Source: an optimization exercise on an open RTL-to-GDS flow (aim: small area and a short achievable clock period). Production flows keep margins and buffers that such runs may drop. Where RTL was checked, it was by simulation tests only, not by an equivalence proof against the original.

alpha:
==> flow/design.v (excerpt) <==
module topmodule (input clk, input reset,
	output [31:0] imem_addr, input [31:0] imem_data,
	output rf_r_we, output [2:0] rf_r_addr, output [31:0] rf_r_data,
	output rf_s_we, output [2:0] rf_s_addr, output [31:0] rf_s_data,
	output dm_we, output [3:0] dm_addr, output [7:0] dm_wdata,
	output [31:0] epc, output [1:0] cause);
clock: 6.5 ns
lec_check: 0
abc_area: 1
cap_margin: 20
core_margin: 2
core_utilization: 40
setup_slack_margin: 3.5
slew_margin: 20
standard.sh (not shown) runs the stock make flow with config.mk's settings and CLKGATE_MAP_FILE= SYNTH_SCRIPT=/design/flow/synth_recipe.tcl, a recipe that flattens the netlist after the stock synthesis.
==> flow/flow/run.sh <==
#!/bin/bash
# Own layout flow: the standard flow (standard.sh) with two layout changes: the port
# buffers are sky130_fd_sc_hd__buf_2 cells instead of the delay cells buffer_ports picks by
# default, and the clock tree uses larger sink clusters and no dummy loads. The synthesis is
# the standard one. Each step's output goes to a log file in this folder, and ORFS keeps its
# own per-step logs under orfs/logs.
set -euo pipefail
W=$(pwd)
export BUFFER_PORTS_ARGS="-buffer_cell sky130_fd_sc_hd__buf_2"
export CTS_ARGS="-sink_clustering_enable -repair_clock_nets -dont_use_dummy_load -sink_clustering_size 24 -sink_clustering_max_diameter 100"
bash standard.sh synth > $W/flow_synth.log 2>&1
bash standard.sh > $W/flow_layout.log 2>&1
Input changes introduced in beta (baseline for comparison: alpha):
--- a/flow/design.v
+++ b/flow/design.v
@@ -5,12 +5,13 @@
 	output dm_we, output [3:0] dm_addr, output [7:0] dm_wdata,
 	output [31:0] epc, output [1:0] cause);
 	reg  [31:2] pcb;                 
 	reg         pct;                 
 	reg  [2:0]  pct_o;               
 	reg  [31:0] ir;                  
+	reg  [7:1]  ir_sa, ir_sb;        
 	reg  [31:2] id_pc;               
 	reg  [31:2] ex_pc;
 	reg  [31:0] ex_a, ex_b;          
 	reg  [3:0]  ex_fa, ex_fb;        
 	reg  [4:0]  ex_sm, ex_sn;        
 	reg         ex_fc, ex_fd;
@@ -25,13 +26,14 @@
 	reg  [3:0]  mem_addr;
 	reg  [7:0]  mem_sdat;
 	reg  [31:0] wb_alu;
 	reg  [7:0]  wb_mem;
 	reg  [2:0]  wb_rd, wb_sd;
 	reg         wb_rwe, wb_swe;
-	reg  [31:2] epc_q;
+	reg  [31:2] epc_a, epc_b;        
+	reg         epc_s;
 	reg  [1:0]  cause_q;
 	reg  [31:0] rf1, rf2, rf3, rf4, rf5, rf6, rf7;
 	reg  [7:0]  dm0, dm1, dm2, dm3, dm4, dm5, dm6, dm7, dm8, dm9, dm10, dm11, dm12, dm13, dm14, dm15;
 	wire [31:2] pc = pct ? 30'h3fff : pcb;
 	wire [4:0] sop  = ir[31:27];
 	wire [4:0] rop  = ir[15:11];
@@ -50,18 +52,19 @@
 	wire is_op1 = rop == 5'b01000;
 	wire exc    = ~(is_ld | is_st | is_br | is_jp) | ~(is_add | is_op1);
 	wire stall = is_br | is_jp |
 		(ex_ld & ((ex_sd == f_rn) | (ex_sd == f_rd) | (ex_sd == f_sm) | (ex_sd == f_sn)));
 	wire mem_carry = mem_g | (mem_p & ~mem_alu[31]);
 	wire flush = is_br & mem_carry;
-	wire [2:0] a_b = is_op1 ? f_rn : f_rd;
-	wire [7:1] s_a, s_b, s_sm, s_sn, s_sd;
+	wire [7:1] s_a, s_b, s_sm, s_sn, s_sd, nx_sa, nx_sb;
 	genvar gi;
 	generate for (gi = 1; gi < 8; gi = gi + 1) begin : dec
-		assign s_a[gi]  = f_rm == gi;
-		assign s_b[gi]  = a_b  == gi;
+		assign s_a[gi]  = ir_sa[gi];
+		assign s_b[gi]  = ir_sb[gi];
+		assign nx_sa[gi] = imem_data[8:6] == gi;
+		assign nx_sb[gi] = (imem_data[15:11] == 5'b01000 ? imem_data[5:3] : imem_data[2:0]) == gi;
 		assign s_sm[gi] = f_sm == gi;
 		assign s_sn[gi] = f_sn == gi;
 		assign s_sd[gi] = f_sd == gi;
 	end endgenerate
 	wire [31:0] rd_a = ({32{s_a[1]}} & rf1) | ({32{s_a[2]}} & rf2) | ({32{s_a[3]}} & rf3) |
 		({32{s_a[4]}} & rf4) | ({32{s_a[5]}} & rf5) | ({32{s_a[6]}} & rf6) | ({32{s_a[7]}} & rf7);
@@ -128,15 +131,17 @@
 			pcb <= 30'd0; pct <= 1'b0; pct_o <= 3'd0;
 		end else if (!stall) begin
 			pcb <= pc + 30'd1; pct <= trap; pct_o <= {trap_d, trap_c, trap_b};
 		end
 		if (reset | flush) begin
 			ir <= 32'd0;
+			ir_sa <= 7'd0; ir_sb <= 7'd0;
 			id_pc <= 30'd0;
 		end else begin
 			ir <= imem_data;
+			ir_sa <= nx_sa; ir_sb <= nx_sb;
 			id_pc <= pc;
 		end
 		if (reset) begin
 			ex_pc <= 30'd0; ex_a <= 32'd0; ex_b <= 32'd0; ex_fa <= 4'd0; ex_fb <= 4'd0;
 			ex_op1 <= 1'b0; ex_rwe <= 1'b0; ex_ld <= 1'b0; ex_st <= 1'b0;
 		end else begin
@@ -165,16 +170,19 @@
 			wb_rwe <= 1'b0; wb_swe <= 1'b0;
 		end else begin
 			wb_rwe <= mem_rwe; wb_swe <= mem_ld;
 		end
 		wb_alu <= mem_alu; wb_mem <= memout; wb_rd <= mem_rd; wb_sd <= mem_sd;
 		if (reset) begin
-			epc_q <= 30'd0; cause_q <= 2'b00;
-		end else if (trap) begin
-			epc_q <= ex_pc; cause_q <= exc ? 2'b01 : 2'b10;
-		end
+			epc_a <= 30'd0; epc_b <= 30'd0; epc_s <= 1'b0;
+		end else begin
+			if (epc_s) epc_a <= ex_pc; else epc_b <= ex_pc;
+			epc_s <= epc_s ^ trap;
+		end
+		if (reset) cause_q <= 2'b00;
+		else if (trap) cause_q <= exc ? 2'b01 : 2'b10;
 	end
 	wire [7:1] hit_r, hit_s, w_r, w_s, keep;
 	generate for (gi = 1; gi < 8; gi = gi + 1) begin : rfc
 		assign hit_r[gi] = wb_rwe & (wb_rd == gi);
 		assign hit_s[gi] = wb_swe & (wb_sd == gi);
 		assign w_r[gi]   = ~reset & hit_r[gi];
@@ -221,9 +229,9 @@
 	assign rf_s_we   = wb_swe;
 	assign rf_s_addr = wb_sd;
 	assign rf_s_data = {24'd0, wb_mem};
 	assign dm_we     = mem_st;
 	assign dm_addr   = mem_addr;
 	assign dm_wdata  = mem_sdat;
-	assign epc       = {epc_q, 2'b00};
+	assign epc       = {epc_s ? epc_b : epc_a, 2'b00};
 	assign cause     = cause_q;
 endmodule
## What came out
beta: full flow OK, the timing, design-rule and antenna checks passed
Re number of enable flip-flop cells after synthesis: no difference whatsoever between alpha and beta.
Against alpha, beta reports a number of resized instances in the post-cts repair step that is lower.
Reported for beta and alpha, maximum root-to-sink buffer count turned out identical to the last digit.
Number of clock buffer instances in the layout, beta and alpha: lower on alpha
Global-route track usage on met3, beta and alpha: lower on beta
Total standard cell area after synthesis: lower on alpha
Taking beta as 1.0, alpha lands at 1.16 on number of ordinary inverters in the final layout.
Compared with alpha, row count in beta increased slightly.
In the reports for beta and alpha, the smaller number of inserted diodes belongs to alpha.
Comparing alpha with beta, the design area came out essentially unchanged.
Changes observed in beta relative to alpha: total number of cells along the worst setup path shows a reduction of 13, final wirelength fell by 6.7%, worst hold slack fell by 0.025 ns.
No functional check of the RTL was part of alpha.

==> what the ideal ports hide <==
How much do the figures lean on ideal ports? The routed layouts below were timed once more, with nothing changed but the port constraints. Step 1, drivers: a clkbuf_16 drives clk and a buf_2 each remaining input, both assumed. Step 2 moves the port delays by t, midway between the first and last clock arrival at a register: inputs arrive t later, outputs are due t later. That takes back most of the time a late clock gives input paths. a / b / c = ideal ports / drivers / drivers and shift; a / b = the first two.
| run | shift t [ns] | slack for setup (ns) | worst setup path at the end | worst slew at a driven data input, ns |
|---|---|---|---|---|
| alpha | 0.628 | 3.504 / 3.504 / 2.978 | input to register | 0.11 |
| beta | 0.650 | 3.570 / 3.504 / 2.957 | input to register | 0.09 |
After both steps setup and hold are still met in every run listed. For beta, which loses most, drivers alone change the setup slack by -0.066 ns; drivers and shift together by -0.613 ns.
